Background: an optimization exercise with open tools, aiming at small area. Do not read the settings as production practice. Only simulation tests tie the RTL to the original design; equivalence was not proved. Power and IR drop assume default switching activity.

[flow/flow/run.sh]
#!/bin/bash
set -o pipefail
export BUFFER_PORTS_ARGS="-buffer_cell sky130_fd_sc_hd__buf_1"
bash standard.sh > standard.log 2>&1
[flow/standard.sh]
#!/bin/bash
# synth_recipe.tcl (not shown) runs the flow's synth.tcl, then flattens the netlist and writes it again
# the make line also repeats each setting of config.mk as NAME=value (left out here)
make -C /OpenROAD-flow-scripts/flow DESIGN_CONFIG=/design/flow/config.mk WORK_HOME=/design/flow/orfs CLKGATE_MAP_FILE= SYNTH_SCRIPT=/design/flow/synth_recipe.tcl "${@:-finish}"
[flow/constraint.sdc]
create_clock -name core_clock -period 10.0 [get_ports {clk}]
set_input_delay 2.0000 -clock core_clock [delete_from_list [all_inputs] [get_ports {clk}]]
set_output_delay 2.0000 -clock core_clock [all_outputs]
set_load 0.01 [all_outputs]
[flow/config.mk]
export PLATFORM = sky130hd
export DESIGN_NAME = endeavour
export DESIGN_NICKNAME = endeavour
export VERILOG_FILES = /design/flow/design.v
export SDC_FILE = /design/flow/constraint.sdc
export NUM_CORES = 4
export LEC_CHECK = 0
export CAP_MARGIN = 20
export CORE_MARGIN = 2
export CORE_UTILIZATION = 40
export SLEW_MARGIN = 20
[flow/design.v]
`default_nettype none
`timescale 1ns/1ps
module dffe_nbit_t #( parameter 
		      W=6,      
		      PU=6'b0   
		      ) 
    (
     input  wire         rstb,    
     input  wire         clk,     
     input  wire         ena,     
     input  wire [W-1:0] d,       
     output wire [W-1:0] q,       
     output wire         serOut   
     ); 
    reg [W-1:0] SRa;   
    reg [W-1:0] SRb;   
    reg [W-1:0] SRc;   
    assign q = (SRa & SRb) | (SRa & SRc) | (SRb & SRc);
    assign serOut = |((SRa ^ SRb) | (SRa ^ SRc) | (SRb ^ SRc));
    always @(posedge clk, negedge rstb) begin
	if (!rstb) begin
	    SRa <= PU;
	    SRb <= PU;
	    SRc <= PU;
	end else if (ena) begin
            SRa <= d;
            SRb <= d;
            SRc <= d;
	end else begin
	    SRa <= q;   
	    SRb <= q;   
	    SRc <= q;   
	end
    end
endmodule  
`default_nettype none
`timescale 1ns/1ps
module endeavour
  (
   input  wire         hardrstb,
   input  wire         softrstb,
   input  wire         clk,
   input  wire [4:0]   chipid_pads,
   input  wire [19:0]  efuse_chipid,
   output wire         do_efuse_load,
   input  wire         serialin,
   output wire         serialout,
   output wire         serialout_en,
   output wire         wstrobe,
   output wire         rstrobe,
   output wire         rshift,
   output wire [7:0]   addr,
   output wire [31:0]  wdata,
   input  wire [255:0] rdata
   );
    wire rstb = softrstb && hardrstb;
    localparam [4:0]
      START=5'd0, QUIESCENT=5'd1, WAIT_FIRSTBIT=5'd2, HIGH_BLIP=5'd3,
      HIGH_DIT=5'd4, HIGH_DMZ=5'd5, HIGH_DAH=5'd6, GOT_BIT=5'd7,
      BITGAP=5'd8, WAIT_NEXTBIT=5'd9, REALIGN=5'd10, EOT=5'd11,
      WRCMD=5'd12, SETIDCMD=5'd13, SETIDCMD1=5'd14, RDCMD=5'd15,
      RDCMD1=5'd16, RDCMD2=5'd17, RDCMD3=5'd18, RDCMD4=5'd19,
      RDCMD5=5'd20, RDCMD9=5'd21, REPLY=5'd22, REPLYLOOP=5'd23,
      SEND_DIT=5'd24, SEND_DAH=5'd25, SEND_BITGAP=5'd26, EFUSECMD=5'd27,
      EOFQUIET=5'd28, ERROR=5'd29, ERROR_EFL=5'd30;
    reg [4:0] fsm, fsm_d;
    reg [4:0] commid;
    reg       commid_known, commid_frozen;
    reg [4:0] din_sync;
    reg       din;
    always @(posedge clk or negedge rstb) begin
        if (!rstb) begin
            din_sync <= 5'b0;
            din      <= 1'b0;
        end else begin
            din_sync <= {din_sync[3:0], serialin};
            din      <= (din_sync[4] & din_sync[2]) |
                        (din_sync[4] & din_sync[3]) |
                        (din_sync[3] & din_sync[2]);
        end
    end
    wire st_dit   = (fsm == HIGH_DIT);
    wire st_dah   = (fsm == HIGH_DAH);
    wire got      = (st_dit | st_dah) & !din;    
    wire st_real  = (fsm == REALIGN);
    wire st_rd4   = (fsm == RDCMD4);
    wire st_rloop = (fsm == REPLYLOOP);
    reg [8:0] ticks;
    reg       ticks_keep;
    always @(posedge clk) begin
        if (ticks_keep) ticks <= ticks + 1'b1;
        else            ticks <= 9'd0;
    end
    reg  [5:0] bitcount;
    wire bc56 = bitcount[5] & bitcount[4] & bitcount[3];        
    wire bc57 = bc56 & bitcount[0];                             
    always @(posedge clk) begin
        if (fsm == WAIT_FIRSTBIT || fsm == REPLY)
            bitcount <= 6'd0;
        else if (got || st_real || st_rloop)
            bitcount <= bitcount + 1'b1;
    end
    reg [7:0] rdaddr;
    wire rdat = rdata[rdaddr];
    reg  [55:0] sreg;
    wire sreg_shift = got | (st_real & !bc56) | (st_rd4 & !ticks[5]) |
                      st_rloop;
    wire sreg_in = (st_rd4 & rdat) | st_dah;
    always @(posedge clk) begin
        if (sreg_shift) sreg <= {sreg[54:0], sreg_in};
    end
    wire [2:0]  cmd     = sreg[55:53];
    wire [4:0]  id      = sreg[52:48];
    wire [19:0] efuseid = sreg[35:16];
    wire [4:0]  padid   = sreg[12:8];
    wire crcok = ((sreg[55:48] ^ sreg[47:40] ^ sreg[39:32] ^ sreg[31:24] ^
                   sreg[23:16] ^ sreg[15:8] ^ sreg[7:0]) == 8'd0);
    wire id_match = commid_known && (id == commid);
    wire efid_ones = (efuseid == 20'hfffff);
    wire pad_ones  = (padid == 5'b11111);
    wire setid_match = !commid_frozen &&
         ((efuseid == efuse_chipid && pad_ones) ||
          (efid_ones && padid == chipid_pads));
    wire efuseload_match = efid_ones && sreg[44:40] == 5'b11111 && pad_ones;
    wire setid_fixed = sreg[55:45] == 11'b11011111111 &&
                       sreg[39:36] == 4'b1111 && sreg[15:13] == 3'b111;
    wire len56 = (ticks[6:0] == 7'd66);
    wire len16 = (ticks[6:0] == 7'd106);
    wire len8  = (ticks[6:0] == 7'd114);
    wire acc_efuse = cmd == 3'b110 && len56 && efuseload_match && crcok;
    wire acc_setid = cmd == 3'b110 && len56 && setid_match && crcok;
    wire acc_wr    = cmd == 3'b111 && len56 && id_match && crcok;
    wire acc_rd    = cmd[2:1] == 2'b10 && (cmd[0] ? len16 : len8) && id_match;
    reg rlong;
    always @(posedge clk) begin
        if (fsm == EOT) rlong <= !sreg[54];
    end
    reg [2:0] seqnum;
    always @(posedge clk or negedge rstb) begin
        if (!rstb)
            seqnum <= 3'd0;
        else if (fsm == EOT && (acc_efuse | acc_setid | acc_wr | acc_rd))
            seqnum <= seqnum + 1'b1;
    end
    always @(posedge clk or negedge rstb) begin
        if (!rstb)
            rdaddr <= 8'd0;
        else if (fsm == RDCMD)
            rdaddr <= sreg[53] ? sreg[47:40] : rdaddr + 8'd1;
    end
    always @(posedge clk or negedge hardrstb) begin
        if (!hardrstb) begin
            commid        <= 5'b11111;
            commid_known  <= 1'b0;
            commid_frozen <= 1'b0;
        end else if (fsm == SETIDCMD && setid_fixed) begin
            commid        <= sreg[44:40];
            commid_known  <= 1'b1;
            commid_frozen <= 1'b1;
        end else if (fsm == EFUSECMD && setid_fixed && sreg[44:40] == 5'b11111)
        begin
            commid_frozen <= 1'b0;
        end
    end
    reg rd_mode, wr_mode;
    always @(posedge clk or negedge rstb) begin
        if (!rstb) begin
            rd_mode <= 1'b0;
            wr_mode <= 1'b0;
        end else begin
            if (fsm == RDCMD2)   rd_mode <= 1'b1;
            else if (st_rloop)   rd_mode <= 1'b0;
            if (fsm == WRCMD)    wr_mode <= 1'b1;
            else if (st_rloop)   wr_mode <= 1'b0;
        end
    end
    assign addr  = rd_mode ? rdaddr : (wr_mode ? sreg[47:40] : 8'd0);
    assign wdata = wr_mode ? sreg[39:8] : 32'd0;
    assign wstrobe = wr_mode && fsm == SEND_BITGAP && ticks[4:0] == 5'd0;
    assign rstrobe = (fsm == RDCMD3);
    assign rshift  = (fsm == RDCMD4) || (fsm == RDCMD5);
    assign do_efuse_load = (fsm == ERROR_EFL);
    wire [15:0] hdr = {commid, seqnum, rdaddr};
    wire hdr_phase = !bitcount[5] && !bitcount[4];
    wire rbit = hdr_phase ? hdr[~bitcount[3:0]] : sreg[47];
    wire rdone = rlong ? (bitcount[5] & bitcount[4]) : bitcount[3];
    reg dout, douten;
    always @(posedge clk or negedge rstb) begin
        if (!rstb) begin
            dout   <= 1'b0;
            douten <= 1'b0;
        end else begin
            dout   <= (fsm == SEND_DIT) || (fsm == SEND_DAH);
            douten <= (fsm == REPLY) || (fsm == REPLYLOOP) ||
                      (fsm == EOFQUIET) || (fsm == SEND_DIT) ||
                      (fsm == SEND_DAH) || (fsm == SEND_BITGAP);
        end
    end
    assign serialout    = dout;
    assign serialout_en = douten;
    always @(posedge clk or negedge rstb) begin
        if (!rstb) fsm <= START;
        else       fsm <= fsm_d;
    end
    always @(*) begin
        fsm_d = START;
        ticks_keep = 1'b0;
        case (fsm)
          START:         fsm_d = din ? START : QUIESCENT;
          QUIESCENT: begin
              ticks_keep = 1'b1;
              if (din)            fsm_d = START;
              else if (ticks[8])  fsm_d = WAIT_FIRSTBIT;
              else                fsm_d = QUIESCENT;
          end
          WAIT_FIRSTBIT: fsm_d = din ? HIGH_BLIP : WAIT_FIRSTBIT;
          HIGH_BLIP: begin
              ticks_keep = !ticks[2];
              if (!din)           fsm_d = ERROR;
              else if (ticks[2])  fsm_d = HIGH_DIT;
              else                fsm_d = HIGH_BLIP;
          end
          HIGH_DIT: begin
              ticks_keep = !ticks[4];
              if (!din)           fsm_d = GOT_BIT;
              else if (ticks[4])  fsm_d = HIGH_DMZ;
              else                fsm_d = HIGH_DIT;
          end
          HIGH_DMZ: begin
              ticks_keep = !ticks[2];
              if (!din)           fsm_d = ERROR;
              else if (ticks[2])  fsm_d = HIGH_DAH;
              else                fsm_d = HIGH_DMZ;
          end
          HIGH_DAH: begin
              ticks_keep = 1'b1;
              if (!din)                     fsm_d = GOT_BIT;
              else if (ticks[6] & ticks[5]) fsm_d = ERROR;
              else                          fsm_d = HIGH_DAH;
          end
          GOT_BIT:       fsm_d = din ? ERROR : BITGAP;
          BITGAP: begin
              ticks_keep = !ticks[3];
              if (din)            fsm_d = ERROR;
              else if (ticks[3])  fsm_d = WAIT_NEXTBIT;
              else                fsm_d = BITGAP;
          end
          WAIT_NEXTBIT: begin
              ticks_keep = !din;
              if (bc57)           fsm_d = ERROR;
              else if (din)       fsm_d = HIGH_BLIP;
              else if (ticks[6])  fsm_d = REALIGN;
              else                fsm_d = WAIT_NEXTBIT;
          end
          REALIGN: begin
              ticks_keep = 1'b1;
              fsm_d = bc56 ? EOT : REALIGN;
          end
          EOT: begin
              if (acc_efuse)      fsm_d = EFUSECMD;
              else if (acc_setid) fsm_d = SETIDCMD;
              else if (acc_wr)    fsm_d = WRCMD;
              else if (acc_rd)    fsm_d = RDCMD;
              else                fsm_d = ERROR;
          end
          WRCMD:         fsm_d = REPLY;
          SETIDCMD:      fsm_d = setid_fixed ? SETIDCMD1 : ERROR;
          SETIDCMD1:     fsm_d = REPLY;
          RDCMD:         fsm_d = RDCMD1;
          RDCMD1:        fsm_d = RDCMD2;
          RDCMD2:        fsm_d = RDCMD3;
          RDCMD3:        fsm_d = RDCMD4;
          RDCMD4: begin
              ticks_keep = 1'b1;
              fsm_d = ticks[5] ? RDCMD5 : RDCMD4;
          end
          RDCMD5:        fsm_d = RDCMD9;
          RDCMD9:        fsm_d = REPLY;
          REPLY:         fsm_d = SEND_BITGAP;
          REPLYLOOP: begin
              if (rdone)          fsm_d = EOFQUIET;
              else if (rbit)      fsm_d = SEND_DAH;
              else                fsm_d = SEND_DIT;
          end
          EOFQUIET: begin
              ticks_keep = 1'b1;
              fsm_d = (ticks[6] & ticks[5]) ? START : EOFQUIET;
          end
          SEND_DIT: begin
              ticks_keep = !ticks[3];
              fsm_d = ticks[3] ? SEND_BITGAP : SEND_DIT;
          end
          SEND_DAH: begin
              ticks_keep = !(ticks[5] & ticks[4]);
              fsm_d = (ticks[5] & ticks[4]) ? SEND_BITGAP : SEND_DAH;
          end
          SEND_BITGAP: begin
              ticks_keep = 1'b1;
              fsm_d = ticks[4] ? REPLYLOOP : SEND_BITGAP;
          end
          EFUSECMD:
              fsm_d = (setid_fixed && sreg[44:40] == 5'b11111) ?
                      ERROR_EFL : ERROR;
          default:       fsm_d = START;
        endcase
    end
endmodule
`default_nettype wire
==> run notes, run 1 <==
worst-path maximum fanout 21; Final Setup Violations 0; CTS root buffer clkbuf_16; first-pass GRT wire length 43000 um; global placer's final weighted congestion 0.913; status timing/DRC/antenna clean; I/O pin count 331; Slew @ Worst Pin 965 ps; Worst VDD drop 0.0000686 V; Top FF cell, synth edfxtp_1; synthesized flop and latch total 105; post-synthesis adder-cell area fraction 0.0104; Synth Area per Inst 10.4 um^2; Worst Path Required 8000 ps; post-CTS setup buffer count 0; Die ar. 0.0217 mm^2; Simple-Gate Fraction of Synth Area 0.169; Die Width 147 um; combinational share of power 0.096; Worst-Skew Late Latency 360 ps; RSZ-0062 raised after global routing false; Syn. warnings 1; Clock power frac 0.405; power density over cell area 93.1 mW/mm^2; largest family of logic cells by synthesized area multiplexers; Synth Area in Compound Gates 0.127; worst hold path class flip-flop to flip-flop; Cell Int Power 0.000708 W; most frequent cells in the layout buf_1 (330), nand2_1 (61), edfxtp_1 (57); Fmax achieved 242 MHz; period utilization 0.414; vias in the first global route 7343; Net Sw Power 0.000217 W; vias per cell 5.71; Sw Ratio 0.235; remaining antenna violation count 0; Power, Total 0.000925 W; commonest non-fill, non-tap cell in the layout buf_1; initial core utilization 0.407; vias post-DR 7752; synthesis-to-layout area growth 21.1%; Max clock buf depth 2; num rows 52; Setup Total Neg Slack 0 ps; startpoint types flip-flop; Post-CTS Hold Fix Bufs 0; Post-Synthesis Cells 788; Port Buf Inserts 330; DRT iter0 DRCs 771; routed wire length 28900 um; min Tclk post-route 4140 ps; Synthesized Nets 1079; number of synthesized flops with an enable pin 57; largest net degree at the start of global routing 56; Die Y-Extent 147 um; DR WL/cell 21.3 um; Final nets 1373; TritonCTS clock tree built; sequential share of the synthesized area 0.347; max capacitance violation total 0; Final Hold Viols 0; clock sink total 105; antenna violations before repair 1; worst clock skew 13.3 ps; final slew viol count 0; clk slew on worst S/H paths 80 ps; # H-tree levels 3; Filler cells 1981; ys async rst share 0.314; Num CTS Buffers 9; remaining global-route overflow 0; share of layout cells above drive strength 1 0.0883; area share of xor/xnor cells in the synthesized design 0.108; Static Leak 3.19 nW; DR DRC count 0; mux contribution to synthesized area 0.202; Pre-Repair DR Iteration Count 5; core area 0.0202 mm^2; sequential share of power 0.498; Crit. End Element output port; WP data arrival 2140 ps; DPL Wire Length 22400 um; Netlist cell types 66; synthesized cell area 0.00820 mm^2; Rel. slew slack 0.355; cts repair resizes 0; All-Layer GR Usage 0.260; kind of critical path flip-flop to output port
==> cells in the mapped netlist, types with 9 or more instances <==
library cell,number,area share
nand2_1,61,0.028
edfxtp_1,57,0.21
mux4_2,50,0.14
nor2_1,46,0.021
mux2i_1,45,0.055
o21ai_0,41,0.025
xor2_1,39,0.042
and2_1,37,0.028
clkbuf_1,35,0.016
a21oi_1,30,0.018
dfrtp_1,28,0.085
nand3_1,26,0.016
xnor2_1,26,0.028
a22oi_1,19,0.017
nand4_1,19,0.014
nor3_1,18,0.011
dfxtp_1,15,0.037
inv_1,14,0.0064
xnor3_1,14,0.038
nand2b_1,13,0.0099
nor2b_1,11,0.0084
nor4_1,10,0.0076
buf_1,9,0.0041
==> power groups by stage <==
stage	sequential (W)	combinational (W)	clock [W]
6_report	0.000461	0.0000892	0.000375
5_1_grt	0.000461	0.0000980	0.000398
4_1_cts	0.000461	0.0000892	0.000383
3_5_place_dp	0.000470	0.0000886	0
3_3_place_gp	0.000470	0.0000875	0
2_1_floorplan	0.000466	0.0000373	0
==> layer usage <==
layer | up-vias | wire length [um] | GRT usage | share of wire
met5 | - | 0 | 0 | 0
met4 | 0 | 648 | 0.0745 | 0.022
met3 | 38 | 1990 | 0.0357 | 0.069
met2 | 354 | 13900 | 0.419 | 0.48
met1 | 3768 | 12300 | 0.369 | 0.43
li1 | 3592 | - | - | -
==> kinds of logic (layout without fill, tap and decap cells) <==
kind of cell | Yosys count | after routing
adders and majority gates | 7 | 7
DFF | 105 | 105
AOI/OAI and AO/OA | 156 | 156
muxes | 102 | 102
and+or+nand+nor | 267 | 267
buffers and inverters | 72 | 371
other | 0 | 1
xor gates and xnor gates | 79 | 79
==> per-stage QoR <==
step / std cells / instance area, um^2 / hold slack, ps / util / setup WS, ps
2_1_floorplan: 788 / 8200 / 331 / - / 6260
3_3_place_gp: 1341 / 9620 / 336 / 0.477 / 6050
3_5_place_dp: 1341 / 9620 / 352 / 0.477 / 6050
4_1_cts: 1357 / 9930 / 362 / 0.492 / 5860
5_1_grt: 1358 / 9930 / 364 / 0.492 / 5740
6_report: 1358 / 9930 / 361 / 0.492 / 5860
==> registers in the layout, indices dropped and copies added, names as in the netlist, 3 cells and up <==
register,count
commid,5
sreg,56
bitcount,6
seqnum,3
din_sync,5
fsm,5
rdaddr,8
ticks,9
==> worst max-delay path: stages, from the launching register on <==
cell and delay (ps):
dfrtp_1 780, nand2b_1 310, nor4_1 480, buf_1 210
==> final timing paths <==
path | startpoint | endpoint | slack, ps | cells past startpoint
worst max-delay path | fsm[3]$_DFF_PN0_ | wstrobe | 5860 | 3
worst min-delay path | din_sync[1]$_DFF_PN0_ | din_sync[2]$_DFF_PN0_ | 360 | 0
worst max register to register | rdaddr[0]$_DFFE_PN0N_ | sreg[0]$_DFFE_PP_ | 6370 | 7
worst min register to register | din_sync[1]$_DFF_PN0_ | din_sync[2]$_DFF_PN0_ | 360 | 0
max in group asynchronous | hardrstb | rdaddr[0]$_DFFE_PN0N_ | 7520 | 3
min in group asynchronous | hardrstb | commid_frozen$_DFFE_PN0P_ | 1580 | 1
==> area by class of cell <==
type / count / area [um^2] / share of cell area
well taps: 270 / 338 / 0.0340
repair buffers: 340 / 1310 / 0.132
flip-flops and latches: 105 / 2850 / 0.287
multi-input cells: 611 / 5060 / 0.510
clock inverters: 6 / 72.6 / 0.00731
diodes: 1 / 2.50 / 0.000252
clock buffers: 10 / 239 / 0.0241
inverters: 15 / 56.3 / 0.00567
==> run 2, diff against run 1 <==
==> flow/run.sh (new file) <==
#!/bin/bash
# synth_recipe.tcl (not shown) runs the flow's synth.tcl, then flattens the netlist and writes it again
# the make line also repeats each setting of config.mk as NAME=value (left out here)
make -C /OpenROAD-flow-scripts/flow DESIGN_CONFIG=/design/flow/config.mk WORK_HOME=/design/flow/orfs CLKGATE_MAP_FILE= SYNTH_SCRIPT=/design/flow/synth_recipe.tcl finish
removed: flow/flow/run.sh
removed: flow/standard.sh
==> run 2 against run 1 <==
  * Synthesized area stayed put
  * Critical path depth stayed put
  * Non-clock buffer count is 1 lower
  * Synthesized cell count stayed put
  * First-iteration DRC count is 23% lower
  * Global-route usage is 1.7 points higher
  * Sequential cell count stayed put
  * Clock power hardly changed
  * Largest cell class unchanged
  * Largest power group unchanged
  * Highest routed layer is now met5
==> run notes, run 2 <==
status timing/DRC/antenna clean; antenna violations before repair 6 (+5); initial core utilization 0.407 (unchanged); Die ar. 0.0217 mm^2 (unchanged); Max stage delay on crit path 760 ps (-20 ps); Worst-Skew Late Latency 360 ps (about the same); Static Leak 4.06 nW (+28%); clock sink total 105 (unchanged); worst path bufs/invs 1 (unchanged); Setup Total Neg Slack 0 ps (unchanged); ys async rst share 0.314 (unchanged); cts repair resizes 0 (unchanged); Placed Area 0.0117 mm^2 (+21%); WP data arrival 2550 ps (+410 ps); RSZ-0062 raised after global routing false; Critical Path Slowest Stage Cell dfrtp_1; most common cell in the synthesized netlist nand2_1; Port Buf Inserts 330 (unchanged); core area 0.0202 mm^2 (unchanged); area share of xor/xnor cells in the synthesized design 0.108 (unchanged); TritonCTS clock tree built; period utilization 0.455 (+0.0409); Die Y-Extent 147 um (unchanged); Largest register FFs 56 (unchanged); WHS 350 ps (-10.6 ps); largest net degree at the start of global routing 57 (+1.8%); worst hold path class flip-flop to flip-flop; remaining antenna violation count 0 (unchanged); pre-CTS setup slack 5720 ps (-336 ps); largest family of logic cells by synthesized area multiplexers; Netlist cell types 66 (unchanged); Final Setup Violations 0 (unchanged); Top FF cell, synth edfxtp_1; vias post-DR 7705 (-0.61%); Die Width 147 um (unchanged); final slew viol count 0 (unchanged); Synthesized Nets 1079 (unchanged); synthesized cell area 0.00820 mm^2 (unchanged); DPL Wire Length 23700 um (+5.7%); Final nets 1372 (-0.073%); CTS root buffer clkbuf_16; FF-to-FF path depth 7 (unchanged); reg2reg setup slack 6370 ps (about the same); Filler cells 1777 (-10%); remaining global-route overflow 0 (unchanged); Post-CTS Hold Fix Bufs 0 (unchanged); Design Area, Final 0.0120 mm^2 (+21%); DRT iter0 DRCs 590 (-23%); DR DRC count 0 (unchanged); first-pass GRT wire length 45600 um (+6.0%); Worst Path Required 8000 ps (about the same); min Tclk post-route 4550 ps (+409 ps); leading post-synthesis cells by cell area edfxtp_1 (21%), mux4_2 (14%), dfrtp_1 (8.5%), mux2i_1 (5.5%), xor2_1 (4.2%); Yosys top cell area share 0.209 (unchanged); mux contribution to synthesized area 0.202 (unchanged); Post-Synthesis Cells 788 (unchanged); critical path cell sequence nand2b_1 > nor4_1 > clkdlybuf4s50_1; routed wire length 30300 um (+4.7%); kind of critical path flip-flop to output port; worst-path maximum fanout 21 (unchanged); share of layout cells above drive strength 1 0.0884 (about the same); synthesis-to-layout area growth 46.3%; CP delay by family, top simple AND/OR/NAND/NOR gates; setup ws final 5450 ps (-409 ps); worst clock skew 14.6 ps (+1.29 ps); synth cell count leaders nand2_1 (61), edfxtp_1 (57), mux4_2 (50); vias in the first global route 7702 (+4.9%); clk slew on worst S/H paths 70 ps (about the same); Levels on crit path 3 (unchanged); Top reg by flops sreg; Rel. slew slack 0.320 (-0.0349); Max clock buf depth 2 (unchanged); Synth Area per Inst 10.4 um^2 (unchanged); synthesized flop and latch total 105 (unchanged); Worst Hold Depth 0 (unchanged); Syn. warnings 1 (unchanged); I/O pin count 331 (unchanged); Slew @ Worst Pin 1020 ps (+52.2 ps); num rows 52 (unchanged); sequential share of the synthesized area 0.347 (unchanged); power density over cell area 82.8 mW/mm^2 (-11%); number of synthesized flops with an enable pin 57 (unchanged); Simple-Gate Fraction of Synth Area 0.169 (unchanged); vias per cell 5.67 (-0.61%); Crit. End Element output port; most frequent cells in the layout clkdlybuf4s50_1 (330), nand2_1 (61), edfxtp_1 (57); commonest non-fill, non-tap cell in the layout clkdlybuf4s50_1; Worst VDD drop 0.0000923 V (+35%); post-synthesis adder-cell area fraction 0.0104 (unchanged); global placer's final weighted congestion 0.889 (-2.6%); # H-tree levels 3 (unchanged); cell accounting for the most synthesized area edfxtp_1; All-Layer GR Usage 0.277 (+0.0167); biggest regs sreg: 56 flops, ticks: 9 flops, rdaddr: 8 flops; max capacitance violation total 0 (unchanged); Pre-Repair DR Iteration Count 5 (unchanged); Synth Area in Compound Gates 0.127 (unchanged); post-CTS setup buffer count 0 (unchanged); startpoint types flip-flop; Fmax achieved 220 MHz (-9.0%); Final Hold Viols 0 (unchanged); DR WL/cell 22.3 um (+4.7%); Layout Utilization 0.595 (+0.102); Num CTS Buffers 9 (unchanged)
-- run 2: kinds of logic (layout without fill, tap and decap cells) --
family          after synthesis  count (layout)
buf+inv                      72             370
xor+xnor                     79              79
simple gates                267             267
mux                         102             102
flops                       105             105
other cells                   0               2
compound gates              156             156
fa+ha+maj                     7               7
-- run 2: final timing paths --
path,from,endpoint
min in group asynchronous,hardrstb,commid_known$_DFFE_PN0P_
hold reg to reg,din_sync[0]$_DFF_PN0_,din_sync[1]$_DFF_PN0_
max in group asynchronous,hardrstb,rdaddr[0]$_DFFE_PN0N_
setup reg to reg,rdaddr[0]$_DFFE_PN0N_,sreg[0]$_DFFE_PP_
setup / recovery,fsm[3]$_DFF_PN0_,wstrobe
hold / removal,din_sync[0]$_DFF_PN0_,din_sync[1]$_DFF_PN0_
-- run 2: through the flow --
step | std cells | total power [W]
global placement | 1340 | 0.000628
global route | 1358 | 0.00103
detailed placement | 1340 | 0.000629
finish | 1358 | 0.000994
CTS | 1356 | 0.00100
floorplan | 788 | 0.000503
-- run 2: per-layer routing --
metal,vias to the layer above,global-route usage,part of all wire
li1,3588,-,-
met1,3736,0.367,0.41
met2,335,0.447,0.48
met3,42,0.0714,0.079
met4,4,0.0856,0.023
met5,-,0,0.00066
-- run 2: final cells by class --
type                    instances  area, um^2  area share
multi-input cells             611        5060       0.422
well taps                     270         338      0.0282
inverters                      15        56.3     0.00469
clock buffers                  10         250      0.0209
flip-flops and latches        105        2850       0.237
diodes                          2        5.00    0.000417
repair buffers                339        3370       0.281
clock inverters                 6        68.8     0.00573
-- run 2: power breakdown --
part / switching (W) / leakage (nW) / internal, W
clock network: 0.000181 / 0.158 / 0.000193
logic: 0.0000401 / 3.04 / 0.000119
registers: 0.00000639 / 0.863 / 0.000455
total: 0.000227 / 4.06 / 0.000767
==> run 3, diff against run 2 <==
--- a/flow/design.v
+++ b/flow/design.v
@@ -66,3 +66,4 @@
     reg [4:0] fsm, fsm_d;
-    reg [4:0] commid;
+    reg [4:0] commid_n;    
+    wire [4:0] commid = ~commid_n;
     reg       commid_known, commid_frozen;
@@ -103,17 +104,50 @@
     reg [7:0] rdaddr;
-    wire rdat = rdata[rdaddr];
-    reg  [55:0] sreg;
-    wire sreg_shift = got | (st_real & !bc56) | (st_rd4 & !ticks[5]) |
-                      st_rloop;
-    wire sreg_in = (st_rd4 & rdat) | st_dah;
-    always @(posedge clk) begin
-        if (sreg_shift) sreg <= {sreg[54:0], sreg_in};
-    end
-    wire [2:0]  cmd     = sreg[55:53];
-    wire [4:0]  id      = sreg[52:48];
-    wire [19:0] efuseid = sreg[35:16];
-    wire [4:0]  padid   = sreg[12:8];
-    wire crcok = ((sreg[55:48] ^ sreg[47:40] ^ sreg[39:32] ^ sreg[31:24] ^
-                   sreg[23:16] ^ sreg[15:8] ^ sreg[7:0]) == 8'd0);
-    wire id_match = commid_known && (id == commid);
+    wire [7:0]  rsel1 = 8'd1 << rdaddr[2:0];
+    wire [7:0]  rsel2 = 8'd1 << rdaddr[5:3];
+    wire [31:0] rgrp1;
+    wire [3:0]  rgrp2;
+    genvar gi;
+    generate for (gi = 0; gi < 32; gi = gi + 1) begin : RG1
+        assign rgrp1[gi] = |(rdata[gi*8 +: 8] & rsel1);
+    end endgenerate
+    generate for (gi = 0; gi < 4; gi = gi + 1) begin : RG2
+        assign rgrp2[gi] = |(rgrp1[gi*8 +: 8] & rsel2);
+    end endgenerate
+    wire rdat = rgrp2[rdaddr[7:6]];
+    wire word_shift = got | (st_real & !bc56);
+    wire in_bit = st_dah;
+    wire k_lt3  = (bitcount[5:2] == 4'd0) && !(bitcount[1] && bitcount[0]);
+    wire k_ge8  = |bitcount[5:3];
+    wire k_lt48 = !(bitcount[5] && bitcount[4]);
+    wire k_3    = (bitcount == 6'd3);
+    reg [2:0] cmd;
+    always @(posedge clk) begin
+        if (word_shift && k_lt3) cmd <= {cmd[1:0], in_bit};
+    end
+    reg idm, id1;   
+    wire [2:0] idpos = 3'd7 - bitcount[2:0];    
+    wire commid_bit = commid[idpos];
+    always @(posedge clk) begin
+        if (word_shift && !k_lt3 && !k_ge8) begin
+            idm <= (idm || k_3) && (in_bit == commid_bit);
+            id1 <= (id1 || k_3) && in_bit;
+        end
+    end
+    reg  [39:0] sreg;
+    wire hdr_phase = !bitcount[5] && !bitcount[4];
+    wire sreg_shift = (word_shift && k_ge8 && k_lt48) ||
+                      (st_rd4 && !ticks[5]) || (st_rloop && !hdr_phase);
+    wire sreg_in = (st_rd4 & rdat) | in_bit;
+    always @(posedge clk) begin
+        if (sreg_shift) sreg <= {sreg[38:0], sreg_in};
+    end
+    reg [7:0] crcacc;
+    always @(posedge clk) begin
+        if (word_shift)
+            crcacc <= {crcacc[6:0], (crcacc[7] & k_ge8) ^ in_bit};
+    end
+    wire [19:0] efuseid = sreg[27:8];
+    wire [4:0]  padid   = sreg[4:0];
+    wire crcok = (crcacc == 8'd0);
+    wire id_match = commid_known && idm;
     wire efid_ones = (efuseid == 20'hfffff);
@@ -123,5 +157,6 @@
           (efid_ones && padid == chipid_pads));
-    wire efuseload_match = efid_ones && sreg[44:40] == 5'b11111 && pad_ones;
-    wire setid_fixed = sreg[55:45] == 11'b11011111111 &&
-                       sreg[39:36] == 4'b1111 && sreg[15:13] == 3'b111;
+    wire newid_ones = (sreg[36:32] == 5'b11111);
+    wire efuseload_match = efid_ones && newid_ones && pad_ones;
+    wire setid_fixed = cmd == 3'b110 && id1 && sreg[39:37] == 3'b111 &&
+                       sreg[31:28] == 4'b1111 && sreg[7:5] == 3'b111;
     wire len56 = (ticks[6:0] == 7'd66);
@@ -133,6 +168,3 @@
     wire acc_rd    = cmd[2:1] == 2'b10 && (cmd[0] ? len16 : len8) && id_match;
-    reg rlong;
-    always @(posedge clk) begin
-        if (fsm == EOT) rlong <= !sreg[54];
-    end
+    wire rlong = !cmd[1];
     reg [2:0] seqnum;
@@ -148,3 +180,3 @@
         else if (fsm == RDCMD)
-            rdaddr <= sreg[53] ? sreg[47:40] : rdaddr + 8'd1;
+            rdaddr <= cmd[0] ? sreg[39:32] : rdaddr + 8'd1;
     end
@@ -152,3 +184,3 @@
         if (!hardrstb) begin
-            commid        <= 5'b11111;
+            commid_n      <= 5'b00000;
             commid_known  <= 1'b0;
@@ -156,6 +188,6 @@
         end else if (fsm == SETIDCMD && setid_fixed) begin
-            commid        <= sreg[44:40];
+            commid_n      <= ~sreg[36:32];
             commid_known  <= 1'b1;
             commid_frozen <= 1'b1;
-        end else if (fsm == EFUSECMD && setid_fixed && sreg[44:40] == 5'b11111)
+        end else if (fsm == EFUSECMD && setid_fixed && newid_ones)
         begin
@@ -176,4 +208,4 @@
     end
-    assign addr  = rd_mode ? rdaddr : (wr_mode ? sreg[47:40] : 8'd0);
-    assign wdata = wr_mode ? sreg[39:8] : 32'd0;
+    assign addr  = rd_mode ? rdaddr : (wr_mode ? sreg[39:32] : 8'd0);
+    assign wdata = wr_mode ? sreg[31:0] : 32'd0;
     assign wstrobe = wr_mode && fsm == SEND_BITGAP && ticks[4:0] == 5'd0;
@@ -183,4 +215,3 @@
     wire [15:0] hdr = {commid, seqnum, rdaddr};
-    wire hdr_phase = !bitcount[5] && !bitcount[4];
-    wire rbit = hdr_phase ? hdr[~bitcount[3:0]] : sreg[47];
+    wire rbit = hdr_phase ? hdr[~bitcount[3:0]] : sreg[31];
     wire rdone = rlong ? (bitcount[5] & bitcount[4]) : bitcount[3];
@@ -301,3 +332,3 @@
           EFUSECMD:
-              fsm_d = (setid_fixed && sreg[44:40] == 5'b11111) ?
+              fsm_d = (setid_fixed && newid_ones) ?
                       ERROR_EFL : ERROR;
==> flow/flow/run.sh (new file) <==
#!/bin/bash
set -o pipefail
export BUFFER_PORTS_ARGS="-buffer_cell sky130_fd_sc_hd__buf_1"
bash standard.sh > standard.log 2>&1
==> flow/standard.sh (new file) <==
#!/bin/bash
# synth_recipe.tcl (not shown) runs the flow's synth.tcl, then flattens the netlist and writes it again
# the make line also repeats each setting of config.mk as NAME=value (left out here)
make -C /OpenROAD-flow-scripts/flow DESIGN_CONFIG=/design/flow/config.mk WORK_HOME=/design/flow/orfs CLKGATE_MAP_FILE= SYNTH_SCRIPT=/design/flow/synth_recipe.tcl "${@:-finish}"
--- a/flow/config.mk
+++ b/flow/config.mk
@@ -9,3 +9,3 @@
 export CORE_MARGIN = 2
-export CORE_UTILIZATION = 40
+export CORE_UTILIZATION = 60
 export SLEW_MARGIN = 20
removed: flow/run.sh
==> run 3 against run 2 <==
  * Still clean
  * Sequential power decreased by 5.4%
  * Synthesized area decreased by 9.8%
  * Synthesized cell count increased by 5.8%
  * Register-to-register slack improved by 60 ps
==> run notes, run 3 <==
synthesis-to-layout area growth 20.8%; initial core utilization 0.616 (+0.209); Die Width 115 um (-22%); Die Y-Extent 115 um (-22%); status timing/DRC/antenna clean; ys async rst share 0.327 (+0.0124); most frequent cells in the layout buf_1 (330), nand2_1 (87), nor2_1 (65); remaining antenna violation count 0 (unchanged); share of layout cells above drive strength 1 0.0464 (-0.0420); num rows 40 (-23%); TritonCTS clock tree built; grt met3 use 0.128 (+0.0567); synthesized flop and latch total 101 (-3.8%); worst clock skew 9.53 ps (-5.06 ps); reg-to-reg critical path startpoint rdaddr[2]$_DFFE_PN0N_; Fmax achieved 225 MHz (+2.2%); Pre-Repair DR Iteration Count 9 (+4); Final Hold Viols 0 (unchanged); leading post-synthesis cells by cell area edfxtp_1 (22%), dfrtp_1 (11%), a222oi_1 (6.6%), nand2_1 (4.4%), dfxtp_1 (4.1%); Hold Path End din_sync[1]$_DFF_PN0_; WP data arrival 2450 ps (-100 ps); synthesized cell area 0.00740 mm^2 (-9.8%); Worst-Skew Late Latency 350 ps (about the same); largest net degree at the start of global routing 63 (+11%); Layout Utilization 0.744 (+0.149); Netlist cell types 68 (+3.0%); beginning of the worst hold path din_sync[0]$_DFF_PN0_; Static Leak 3.04 nW (-25%); post-CTS setup buffer count 0 (unchanged); DRT iter0 DRCs 1090 (+85%); Largest register FFs 40 (-29%); cts repair resizes 0 (unchanged); cell accounting for the most synthesized area edfxtp_1; Slew @ Worst Pin 976 ps (-40.9 ps); clk slew on worst S/H paths 70 ps (about the same); non-filler cells, final 1269 (-6.6%); Yosys top cell area share 0.215 (+0.00646); antenna violations before repair 3 (-3); Synthesized Nets 1130 (+4.7%); global-route track usage on met2 0.712 (+0.264); max capacitance violation total 0 (unchanged); most common cell in the synthesized netlist nand2_1; GR Layer Usage met1 0.535 (+0.168); sequential share of the synthesized area 0.367 (+0.0206); synth cell count leaders nand2_1 (87), nor2_1 (65), edfxtp_1 (53); first-pass GRT wire length 43000 um (-5.7%); DR DRC count 0 (unchanged); vias in the first global route 7966 (+3.4%); worst r2r dst sreg[0]$_DFFE_PP_; Port Buf Inserts 330 (unchanged); Synth Area per Inst 8.87 um^2 (-15%); Worst Path Required 8000 ps (about the same); Crit. End Element output port; Post-Synthesis Cells 834 (+5.8%); Final Setup Violations 0 (unchanged); DPL Wire Length 21800 um (-7.8%); Worst Hold Depth 0 (unchanged); core area 0.0120 mm^2 (-40%); startpoint types flip-flop; commonest non-fill, non-tap cell in the layout buf_1; biggest regs sreg: 40 flops, ticks: 9 flops; gr busiest metal met2; min Tclk post-route 4450 ps (-97.3 ps); Setup Total Neg Slack 0 ps (unchanged); Max clock buf depth 2 (unchanged); Post-CTS Hold Fix Bufs 0 (unchanged); power density over cell area 98.7 mW/mm^2 (+19%); FF-to-FF path depth 10 (+3); global placer's final weighted congestion 1.05 (+18%); Power, Total 0.000881 W (-11%); # H-tree levels 3 (unchanged); Worst VDD drop 0.0000899 V (-2.7%); Final nets 1412 (+2.9%); Filler cells 954 (-46%); Num CTS Buffers 9 (unchanged); DR WL/cell 22.6 um (+1.4%); clock sink total 101 (-3.8%); All-Layer GR Usage 0.431 (+0.154); reg2reg setup slack 6430 ps (+60 ps); remaining global-route overflow 0 (unchanged); Top reg by flops sreg; kind of critical path flip-flop to output port; final slew viol count 0 (unchanged); worst-path maximum fanout 26 (+24%); number of synthesized flops with an enable pin 53 (-7.0%); Die ar. 0.0132 mm^2 (-39%); worst hold path class flip-flop to flip-flop; RSZ-0062 raised after global routing false; CTS root buffer clkbuf_16; Rel. slew slack 0.349 (+0.0286); vias post-DR 8538 (+11%); DP Cell Count 1252 (-6.6%); period utilization 0.445 (-0.00973); vias per cell 6.73 (+19%); I/O pin count 331 (unchanged); Syn. warnings 1 (unchanged); routed wire length 28700 um (-5.2%); Top FF cell, synth edfxtp_1
==> run 3: cell count changes after synthesis, sizes merged, moves of 7 or more <==
cell,before,now
nor2,46,65
a22oi,19,29
a221oi,6,13
nand2,61,87
a221o,0,10
mux2i,45,22
clkbuf,35,49
mux4,50,6
xnor2,26,13
xor2,39,28
a222oi,0,49
o22ai,3,13
xnor3,14,0
==> run 3: worst max-delay path: stages, from the launching register on <==
cell and delay, ps:
dfrtp_1 870, nor2b_1 400, nand2_1 200, nor4_1 430
buf_1 200
==> run 3: final cells by class <==
type,count,area (um^2),area share
Antenna cell,1,2.50,0.000280
Clock buffer,10,239,0.0268
Clock inverter,6,67.6,0.00756
Inverter,15,58.8,0.00658
Multi-Input combinational cell,646,4330,0.484
Sequential cell,101,2720,0.304
Tap cell,147,184,0.0206
Timing Repair Buffer,343,1340,0.150
==> run 3: how the worst max path moves through the flow <==
stage                                start                 to  slack [ps]  cells after the start
after CTS                 fsm[3]$_DFF_PN0_            wstrobe        5670                      4
after global placement           rdata[60]  sreg[0]$_DFFE_PP_        5850                      7
after global routing      fsm[3]$_DFF_PN0_            wstrobe        5500                      4
after floorplan           fsm[2]$_DFF_PN0_  sreg[0]$_DFFE_PP_        5340                      5
after detailed placement         rdata[60]  sreg[0]$_DFFE_PP_        5850                      7
final                     fsm[3]$_DFF_PN0_            wstrobe        5550                      4
==> run 3: cell families after synthesis <==
| family | after synthesis | synth area share |
|---|---|---|
| xor gates and xnor gates | 41 | 0.0486 |
| buffers and inverters | 87 | 0.0513 |
| and+or+nand+nor | 314 | 0.210 |
| DFF | 101 | 0.367 |
| adders and majority gates | 12 | 0.0200 |
| AOI/OAI and AO/OA | 246 | 0.247 |
| muxes | 33 | 0.0557 |
==> run 3: stage by stage <==
stage	hold slack [ps]	instance area (um^2)	worst slack (ps)
finish	361	8930	5550
detailed placement	338	8620	5850
global route	371	8930	5500
floorplan	331	7400	5340
CTS	362	8930	5670
global placement	340	8620	5850
==> run 3: power by group <==
group	internal (W)	total, W	leakage [nW]	switching [W]
logic	0.0000420	0.0000806	1.86	0.0000387
registers	0.000435	0.000436	1.02	0.00000169
clock network	0.000203	0.000364	0.156	0.000161
total	0.000680	0.000881	3.04	0.000201
==> run 3: per-layer routing <==
metal / wire, um / up-vias
li1: - / 3805
met5: 26 / -
met2: 13400 / 666
met4: 1240 / 4
met3: 3690 / 95
met1: 10300 / 3968
==> run 4, diff against run 3 <==
--- a/flow/design.v
+++ b/flow/design.v
@@ -60,7 +60,7 @@
       BITGAP=5'd8, WAIT_NEXTBIT=5'd9, REALIGN=5'd10, EOT=5'd11,
-      WRCMD=5'd12, SETIDCMD=5'd13, SETIDCMD1=5'd14, RDCMD=5'd15,
+      WRCMD=5'd12, SETIDCMD=5'd13, PRE_REPLY=5'd14, RDCMD=5'd15,
       RDCMD1=5'd16, RDCMD2=5'd17, RDCMD3=5'd18, RDCMD4=5'd19,
-      RDCMD5=5'd20, RDCMD9=5'd21, REPLY=5'd22, REPLYLOOP=5'd23,
+      RDCMD5=5'd20, START2=5'd21, REPLY=5'd22, REPLYLOOP=5'd23,
       SEND_DIT=5'd24, SEND_DAH=5'd25, SEND_BITGAP=5'd26, EFUSECMD=5'd27,
-      EOFQUIET=5'd28, ERROR=5'd29, ERROR_EFL=5'd30;
+      EOFQUIET=5'd28, ERROR=5'd29, ERROR_EFL=5'd30, QUIESCENT2=5'd31;
     reg [4:0] fsm, fsm_d;
@@ -88,3 +88,3 @@
     wire st_rloop = (fsm == REPLYLOOP);
-    reg [8:0] ticks;
+    reg [7:0] ticks;
     reg       ticks_keep;
@@ -92,3 +92,3 @@
         if (ticks_keep) ticks <= ticks + 1'b1;
-        else            ticks <= 9'd0;
+        else            ticks <= 8'd0;
     end
@@ -161,9 +161,8 @@
                        sreg[31:28] == 4'b1111 && sreg[7:5] == 3'b111;
-    wire len56 = (ticks[6:0] == 7'd66);
-    wire len16 = (ticks[6:0] == 7'd106);
-    wire len8  = (ticks[6:0] == 7'd114);
-    wire acc_efuse = cmd == 3'b110 && len56 && efuseload_match && crcok;
-    wire acc_setid = cmd == 3'b110 && len56 && setid_match && crcok;
-    wire acc_wr    = cmd == 3'b111 && len56 && id_match && crcok;
-    wire acc_rd    = cmd[2:1] == 2'b10 && (cmd[0] ? len16 : len8) && id_match;
+    wire len_ok = ticks[6:0] == {1'b1, !cmd[1], !cmd[1] & !cmd[0],
+                                 !cmd[1] & cmd[0], 3'b010};
+    wire acc_efuse = cmd == 3'b110 && len_ok && efuseload_match && crcok;
+    wire acc_setid = cmd == 3'b110 && len_ok && setid_match && crcok;
+    wire acc_wr    = cmd == 3'b111 && len_ok && id_match && crcok;
+    wire acc_rd    = cmd[2:1] == 2'b10 && len_ok && id_match;
     wire rlong = !cmd[1];
@@ -217,16 +216,11 @@
     wire rdone = rlong ? (bitcount[5] & bitcount[4]) : bitcount[3];
-    reg dout, douten;
+    reg dout;
     always @(posedge clk or negedge rstb) begin
-        if (!rstb) begin
-            dout   <= 1'b0;
-            douten <= 1'b0;
-        end else begin
-            dout   <= (fsm == SEND_DIT) || (fsm == SEND_DAH);
-            douten <= (fsm == REPLY) || (fsm == REPLYLOOP) ||
-                      (fsm == EOFQUIET) || (fsm == SEND_DIT) ||
-                      (fsm == SEND_DAH) || (fsm == SEND_BITGAP);
-        end
+        if (!rstb) dout <= 1'b0;
+        else       dout <= (fsm == SEND_DIT) || (fsm == SEND_DAH);
     end
     assign serialout    = dout;
-    assign serialout_en = douten;
+    assign serialout_en = (fsm == SEND_BITGAP) || (fsm == REPLYLOOP) ||
+                          (fsm == SEND_DIT) || (fsm == SEND_DAH) ||
+                          (fsm == EOFQUIET) || (fsm == START2);
     always @(posedge clk or negedge rstb) begin
@@ -239,3 +233,3 @@
         case (fsm)
-          START:         fsm_d = din ? START : QUIESCENT;
+          START, START2: fsm_d = din ? START : QUIESCENT;
           QUIESCENT: begin
@@ -243,5 +237,6 @@
               if (din)            fsm_d = START;
-              else if (ticks[8])  fsm_d = WAIT_FIRSTBIT;
+              else if (&ticks)    fsm_d = QUIESCENT2;
               else                fsm_d = QUIESCENT;
           end
+          QUIESCENT2:    fsm_d = din ? START : WAIT_FIRSTBIT;
           WAIT_FIRSTBIT: fsm_d = din ? HIGH_BLIP : WAIT_FIRSTBIT;
@@ -297,4 +292,4 @@
           WRCMD:         fsm_d = REPLY;
-          SETIDCMD:      fsm_d = setid_fixed ? SETIDCMD1 : ERROR;
-          SETIDCMD1:     fsm_d = REPLY;
+          SETIDCMD:      fsm_d = setid_fixed ? PRE_REPLY : ERROR;
+          PRE_REPLY:     fsm_d = REPLY;
           RDCMD:         fsm_d = RDCMD1;
@@ -307,4 +302,3 @@
           end
-          RDCMD5:        fsm_d = RDCMD9;
-          RDCMD9:        fsm_d = REPLY;
+          RDCMD5:        fsm_d = PRE_REPLY;
           REPLY:         fsm_d = SEND_BITGAP;
@@ -317,3 +311,3 @@
               ticks_keep = 1'b1;
-              fsm_d = (ticks[6] & ticks[5]) ? START : EOFQUIET;
+              fsm_d = (ticks[6] & ticks[5]) ? START2 : EOFQUIET;
           end
@@ -334,3 +328,2 @@
                       ERROR_EFL : ERROR;
-          default:       fsm_d = START;
         endcase
==> flow/flow/run.sh (replaced) <==
#!/bin/bash
# Layout flow: the standard flow (standard.sh), with two changes:
#  1. synthesis maps the logic with an area-oriented ABC script
#     (flow/area.script) instead of ORFS's speed script; everything else in
#     synthesis, including the flip-flop mapping, is the standard one;
#  2. the port buffers inserted at global placement use the smallest buffer.
# Each tool's output goes to a log file in this folder and to ORFS's logs.
set -euo pipefail
W=$PWD
# synthesis script = synth_recipe.tcl, with the ABC script swapped
{
  echo "proc abc {args} {"
  echo "  set i [lsearch \$args -script]"
  echo "  if {\$i >= 0} { lset args [expr {\$i + 1}] $W/flow/area.script }"
  echo "  yosys abc {*}\$args"
  echo "}"
  cat "$W/synth_recipe.tcl"
} > "$W/area_synth.tcl"
sed "s#SYNTH_SCRIPT=[^ ]*#SYNTH_SCRIPT=$W/area_synth.tcl#" "$W/standard.sh" > "$W/area_standard.sh"
grep -q "SYNTH_SCRIPT=$W/area_synth.tcl" "$W/area_standard.sh"
export BUFFER_PORTS_ARGS="-buffer_cell sky130_fd_sc_hd__buf_1"
bash "$W/area_standard.sh" > "$W/flow.log" 2>&1
==> flow/flow/area.script (new file) <==
&get -n
&st
&dch -f
&nf -a -p -R 100
&st
&dch -f
&nf -a -p -R 100
&st
&dch -f
&nf -a -p -R 100
&put
topo
dnsize -c
--- a/flow/config.mk
+++ b/flow/config.mk
@@ -9,3 +9,4 @@
 export CORE_MARGIN = 2
-export CORE_UTILIZATION = 60
+export CORE_UTILIZATION = 50
+export CTS_BUF_LIST = sky130_fd_sc_hd__clkbuf_8
 export SLEW_MARGIN = 20
==> run 4 against run 3 <==
  * Clock skew increased by 6.6 ps
  * Via count decreased by 4.4%
  * Synthesized area decreased by 13%
  * Worst setup slack got worse by 16 ps
  * Wire length increased by 4.5%
  * Critical path depth increased by 1
  * Critical path type unchanged
  * Largest power group is now combinational logic
==> run notes, run 4 <==
status timing/DRC/antenna clean; Sw Ratio 0.471 (+0.242); cell accounting for the most synthesized area edfxtp_1; Crit. End Element output port; kind of critical path flip-flop to output port; Syn. warnings 1 (unchanged); Top reg by flops sreg; Max clock buf depth 2 (unchanged); Hold Path End din_sync[1]$_DFF_PN0_; RSZ-0062 raised after global routing false; DR DRC count 0 (unchanged); DPL Wire Length 22800 um (+4.5%); min Tclk post-route 4470 ps (+15.8 ps); gr busiest metal met2; power density over cell area 217 mW/mm^2 (+120%); post-CTS setup buffer count 0 (unchanged); synth cell count leaders a222oi_1 (67), nand2_1 (59), edfxtp_1 (53); pre-CTS setup slack 5650 ps (-194 ps); FF-to-FF path depth 9 (-1); vias in the first global route 7762 (-2.6%); WP data arrival 2470 ps (+20 ps); # H-tree levels 3 (unchanged); Rel. slew slack 0.293 (-0.0563); Slew @ Worst Pin 1030 ps (+57.7 ps); most frequent cells in the layout buf_1 (330), a222oi_1 (67), nand2_1 (59); grt met3 use 0.111 (-0.0167); global placer's final weighted congestion 1.01 (-3.3%); clock sink total 99 (-2.0%); sequential share of power 0.348 (-0.147); remaining antenna violation count 0 (unchanged); leading post-synthesis cells by cell area edfxtp_1 (25%), dfrtp_1 (12%), a222oi_1 (10%), dfxtp_1 (4.4%), a22oi_1 (4.1%); final slew viol count 0 (unchanged); Num CTS Buffers 9 (unchanged); synthesized flop and latch total 99 (-2.0%); Net Sw Power 0.000837 W (+320%); Yosys top cell area share 0.248 (+0.0324); reg-to-reg critical path startpoint rdaddr[2]$_DFFE_PN0P_; Worst VDD drop 0.000109 V (+21%); Top FF cell, synth edfxtp_1; Port Buf Inserts 330 (unchanged); setup ws final 5530 ps (-15.8 ps); DR WL/cell 24.6 um (+8.8%); I/O pin count 331 (unchanged); period utilization 0.447 (+0.00158); share of layout cells above drive strength 1 0.0268 (-0.0196); commonest non-fill, non-tap cell in the layout buf_1; crit path from fsm[4]$_DFF_PN0_; Worst Hold Depth 0 (unchanged); initial core utilization 0.511 (-0.104); worst hold path class flip-flop to flip-flop; worst r2r dst sreg[0]$_DFFE_PP_; synthesized cell area 0.00643 mm^2 (-13%); Largest register FFs 40 (unchanged); Netlist cell types 50 (-26%); clk slew on worst S/H paths 100 ps (+30 ps); max capacitance violation total 0 (unchanged); vias per cell 6.70 (-0.47%); Final Hold Viols 0 (unchanged); synthesis-to-layout area growth 27.4%; Final Setup Violations 0 (unchanged); Fmax achieved 224 MHz (-0.35%); sequential share of the synthesized area 0.416 (+0.0483); Final nets 1337 (-5.3%); startpoint types flip-flop; Synthesized Nets 987 (-13%); routed wire length 30000 um (+4.5%); antenna violations before repair 2 (-1); beginning of the worst hold path din_sync[0]$_DFF_PN0_; worst clock skew 16.1 ps (+6.58 ps); combinational share of power 0.498 (+0.407); Die Y-Extent 117 um (+2.1%); remaining global-route overflow 0 (unchanged); vias post-DR 8163 (-4.4%); Cell Int Power 0.000941 W (+38%); Worst-Skew Late Latency 390 ps (+40 ps); num rows 41 (+2.5%); core area 0.0126 mm^2 (+4.6%); Setup Total Neg Slack 0 ps (unchanged); Clock power frac 0.154 (-0.259); number of synthesized flops with an enable pin 53 (unchanged); most common cell in the synthesized netlist a222oi_1; All-Layer GR Usage 0.427 (-0.00424); GR Layer Usage met1 0.540 (+0.00550); Static Leak 2.68 nW (-12%); Pre-Repair DR Iteration Count 10 (+1); first-pass GRT wire length 44800 um (+4.2%); DRT iter0 DRCs 1194 (+9.5%); largest net degree at the start of global routing 35 (-44%); Synth Area per Inst 9.30 um^2 (+4.9%); Die Width 117 um (+2.1%); Post-CTS Hold Fix Bufs 0 (unchanged); Filler cells 1109 (+16%); Worst Path Required 8000 ps (about the same); Power, Total 0.00178 W (+100%); ys async rst share 0.323 (-0.00350); Post-Synthesis Cells 691 (-17%); worst-path maximum fanout 19 (-27%); CTS root buffer clkbuf_8; reg2reg setup slack 6020 ps (-410 ps); cts repair resizes 0 (unchanged); Die ar. 0.0138 mm^2 (+4.2%); global-route track usage on met2 0.670 (-0.0414); TritonCTS clock tree built
## run 4: routing by layer
layer	wire length (um)	up-vias
li1	-	3555
met1	11100	3787
met2	13500	709
met3	3730	110
met4	1670	2
met5	5	-
## run 4: final cells by class
cell class | count | area, um^2 | share of cell area
Antenna cell | 1 | 2.50 | 0.000305
Timing Repair Buffer | 339 | 1310 | 0.159
Clock inverter | 5 | 53.8 | 0.00657
Inverter | 24 | 90.1 | 0.0110
Clock buffer | 11 | 151 | 0.0185
Tap cell | 172 | 215 | 0.0263
Multi-Input combinational cell | 568 | 3700 | 0.452
Sequential cell | 99 | 2670 | 0.326
## run 4: worst max path at each step
stage	end	slack, ps
2_1_floorplan	seqnum[1]$_DFFE_PN0P_	6290
3_3_place_gp	sreg[0]$_DFFE_PP_	5800
3_5_place_dp	sreg[0]$_DFFE_PP_	5650
4_1_cts	wstrobe	5580
5_1_grt	rshift	5380
6_report	rshift	5530
## run 4: cells by family (layout without fill, tap and decap cells)
family          after synthesis  in the layout  synth area share
compound gates              243            243             0.280
other cells                   0              1                 0
flops                        99             99             0.416
simple gates                278            278             0.218
buf+inv                      24            379            0.0140
fa+ha+maj                    12             12            0.0230
mux                           6              6           0.00993
xor+xnor                     29             29            0.0395
## run 4: power groups by stage
stage               clock network, W  registers, W  logic (W)
floorplan                          0      0.000586   0.000530
global placement                   0      0.000619   0.000866
detailed placement                 0      0.000619   0.000860
CTS                         0.000275      0.000611   0.000864
global route                0.000291      0.000625   0.000958
finish                      0.000274      0.000618   0.000886
## run 4: critical path, stage by stage (launching register included)
cell and delay [ps]:
dfrtp_1 760, clkinv_1 300, nor3_1 370, nand2_1 260, o21ai_0 200, buf_1 190
## run 4: stage by stage
step / instance area, um^2 / instances / hold WS (ps) / util
2_1_floorplan: 6430 / 691 / 331 / -
3_3_place_gp: 7990 / 1202 / 334 / 0.635
3_5_place_dp: 7990 / 1202 / 336 / 0.635
4_1_cts: 8190 / 1218 / 356 / 0.652
5_1_grt: 8190 / 1218 / 371 / 0.652
6_report: 8190 / 1219 / 354 / 0.652
==> run 5, diff against run 4 <==
--- a/flow/config.mk
+++ b/flow/config.mk
@@ -10,3 +10,2 @@
 export CORE_UTILIZATION = 50
-export CTS_BUF_LIST = sky130_fd_sc_hd__clkbuf_8
 export SLEW_MARGIN = 20
==> run 5 against run 4 <==
  * Final cell count about the same
  * Sequential share of layout area down 0.39 points
  * Critical endpoint unchanged
  * Clock skew is 5.3 ps lower
  * First-iteration DRC count is 12% higher
  * Critical path type unchanged
  * Clock-buffer cell count rose by 1
  * Sequential cell count stayed put
==> run notes, run 5 <==
status timing/DRC/antenna clean; synth cell count leaders a222oi_1 (67), nand2_1 (59), edfxtp_1 (53); max capacitance violation total 0 (unchanged); Worst-Skew Late Latency 360 ps (-30 ps); Final nets 1337 (unchanged); Worst Path Required 8000 ps (about the same); Max clock buf depth 2 (unchanged); area occupied by multi-input gates 0.00370 mm^2 (unchanged); remaining global-route overflow 0 (unchanged); worst-path maximum fanout 19 (unchanged); DP Cell Count 1202 (unchanged); Port Buf Inserts 330 (unchanged); min Tclk post-route 4420 ps (-49.7 ps); RSZ-0062 raised after global routing false; Die ar. 0.0138 mm^2 (unchanged); DR WL/cell 24.7 um (+0.35%); DR DRC count 0 (unchanged); Filler cells 1093 (-1.4%); DRT iter0 DRCs 1332 (+12%); Die Width 117 um (unchanged); Synthesized Nets 987 (unchanged); Top FF cell, synth edfxtp_1; core area 0.0126 mm^2 (unchanged); largest net degree at the start of global routing 35 (unchanged); final slew viol count 0 (unchanged); routed wire length 30100 um (+0.27%); share of layout cells above drive strength 1 0.0268 (unchanged); vias in the first global route 7767 (+0.064%); synthesized cell area 0.00643 mm^2 (unchanged); first-pass GRT wire length 44700 um (-0.14%); Design Area, Final 0.00829 mm^2 (+1.2%); DR top layer met5; Final Setup Violations 0 (unchanged); register area 0.00267 mm^2 (unchanged); Top reg by flops sreg; clock sink total 99 (unchanged); Largest register FFs 40 (unchanged); Setup Total Neg Slack 0 ps (unchanged); sequential share of the synthesized area 0.416 (unchanged); vias post-DR 8205 (+0.51%); Die Y-Extent 117 um (unchanged); Crit. End Element output port; met1 wire length 11200 um (+0.73%); DR WL met3 3640 um (-2.4%); remaining antenna violation count 0 (unchanged); period utilization 0.442 (-0.00497); clk slew on worst S/H paths 70 ps (-30 ps); synthesis-to-layout area growth 29.0%; # H-tree levels 3 (unchanged); startpoint types flip-flop; most frequent cells in the layout buf_1 (330), a222oi_1 (67), nand2_1 (59); DPL Wire Length 22800 um (unchanged); cts repair resizes 0 (unchanged); worst clock skew 10.8 ps (-5.30 ps); leading post-synthesis cells by cell area edfxtp_1 (25%), dfrtp_1 (12%), a222oi_1 (10%), dfxtp_1 (4.4%), a22oi_1 (4.1%); Synth Area per Inst 9.30 um^2 (unchanged); worst hold path class flip-flop to flip-flop; cell accounting for the most synthesized area edfxtp_1; kind of critical path flip-flop to output port; Placed Area 0.00799 mm^2 (unchanged); Final Hold Viols 0 (unchanged); Static Leak 2.72 nW (+1.6%); global placer's final weighted congestion 1.01 (unchanged); Syn. warnings 1 (unchanged); Netlist cell types 50 (unchanged); antenna violations before repair 2 (unchanged); Post-Synthesis Cells 691 (unchanged); Post-CTS Hold Fix Bufs 0 (unchanged); metal2 WL 13500 um (+0.27%); TritonCTS clock tree built; All-Layer GR Usage 0.426 (-0.000895); Slew @ Worst Pin 1040 ps (+2.18 ps); num rows 41 (unchanged); initial core utilization 0.511 (unchanged); commonest non-fill, non-tap cell in the layout buf_1; Fmax achieved 226 MHz (+1.1%); WP data arrival 2420 ps (-50 ps); most common cell in the synthesized netlist a222oi_1; CTS root buffer clkbuf_16; synthesized flop and latch total 99 (unchanged); Pre-Repair DR Iteration Count 9 (-1); Num CTS Buffers 9 (unchanged); I/O pin count 331 (unchanged); non-filler cells, final 1218 (-0.082%); power density over cell area 226 mW/mm^2 (+3.9%); ys async rst share 0.323 (unchanged); Rel. slew slack 0.305 (+0.0126); number of synthesized flops with an enable pin 53 (unchanged); number of antenna diodes 0 (-1); Yosys top cell area share 0.248 (unchanged); Worst VDD drop 0.000135 V (+24%); post-CTS setup buffer count 0 (unchanged); vias per cell 6.74 (+0.60%)
[run 5: per-stage QoR]
| stage | hold slack, ps | utilization | setup WS, ps | total power (W) |
|---|---|---|---|---|
| after floorplan | 331 | - | 6290 | 0.00112 |
| after global placement | 334 | 0.635 | 5800 | 0.00148 |
| after detailed placement | 336 | 0.635 | 5650 | 0.00148 |
| after CTS | 350 | 0.660 | 5640 | 0.00184 |
| after global routing | 364 | 0.660 | 5440 | 0.00196 |
| final | 349 | 0.660 | 5580 | 0.00187 |
[run 5: layout make-up]
cell class	instances	share of cell area
repair buffers	339	0.158
multi-input cells	568	0.446
inverters	24	0.0109
flip-flops and latches	99	0.322
clock buffers	12	0.0309
well taps	172	0.0260
clock inverters	4	0.00604
[run 5: path summary, 6_finish.rpt]
path / from / endpoint / slack, ps / cells past startpoint
max: fsm[4]$_DFF_PN0_ / rshift / 5580 / 5
min: din_sync[0]$_DFF_PN0_ / din_sync[1]$_DFF_PN0_ / 350 / 0
max reg2reg: rdaddr[2]$_DFFE_PN0P_ / sreg[0]$_DFFE_PP_ / 6080 / 9
min reg2reg: din_sync[0]$_DFF_PN0_ / din_sync[1]$_DFF_PN0_ / 350 / 0
max in group asynchronous: hardrstb / rdaddr[4]$_DFFE_PN0P_ / 7480 / 3
min in group asynchronous: hardrstb / commid_frozen$_DFFE_PN0P_ / 1600 / 1
[run 5: logic make-up after synthesis]
family / after synthesis / share of synthesized area
simple gates: 278 / 0.218
compound gates: 243 / 0.280
flops: 99 / 0.416
xor+xnor: 29 / 0.0395
buf+inv: 24 / 0.0140
fa+ha+maj: 12 / 0.0230
mux: 6 / 0.00993
[run 5: metal layers]
layer	global-route usage	vias up
li1	-	3562
met1	0.540	3826
met2	0.674	694
met3	0.102	119
met4	0.229	4
met5	0	-
[run 5: where the power goes]
group / total (W) / leakage, nW / switching, W / internal, W
registers: 0.000617 / 1.01 / 0.000122 / 0.000496
clock network: 0.000363 / 0.146 / 0.000155 / 0.000207
logic: 0.000890 / 1.57 / 0.000573 / 0.000317
[run 5: worst max-delay path, stage by stage, from the launching register on]
cell and delay (ps):
dfrtp_1 750, clkinv_1 290, nor3_1 360, nand2_1 260
o21ai_0 200, buf_1 190

afterwards: timing with drivers on the ports:
The results above use ideal ports. As a check the final layouts listed here were re-extracted and re-timed, cells and wires unchanged. Step 1 assumes that a clkbuf_16 drives the clock port and a buf_2 every other input. Step 2, shift: input delay + t, output delay - t, t = (earliest + latest rising clock arrival at the registers) / 2. This alone moves slack from input paths to output paths. a / b / c = no drivers / after step 1 / after step 2; a / b = the first two.
run | t, ns | setup slack, ns | hold WS [ns] | worst register clock-pin slew, ns | worst data-port slew with drivers (ns)
run 1 | 0.396 | 5.859 / 5.817 / 6.028 | 0.361 / 0.361 / 0.361 | 0.08 / 0.08 | 0.10
run 2 | 0.393 | 5.451 / 5.410 / 5.698 | 0.350 / 0.350 / 0.350 | 0.09 / 0.09 | 0.11
run 3 | 0.387 | 5.548 / 5.510 / 5.768 | 0.361 / 0.361 / 0.361 | 0.07 / 0.07 | 0.11
run 4 | 0.420 | 5.532 / 5.499 / 5.462 | 0.354 / 0.354 / 0.354 | 0.11 / 0.11 | 0.12
run 5 | 0.397 | 5.582 / 5.537 / 5.463 | 0.349 / 0.349 / 0.349 | 0.07 / 0.07 | 0.10
After both steps every run listed still meets setup and hold. The setup slack of run 5, which loses most, moves by -0.045 ns with the drivers and by -0.119 ns with both steps.
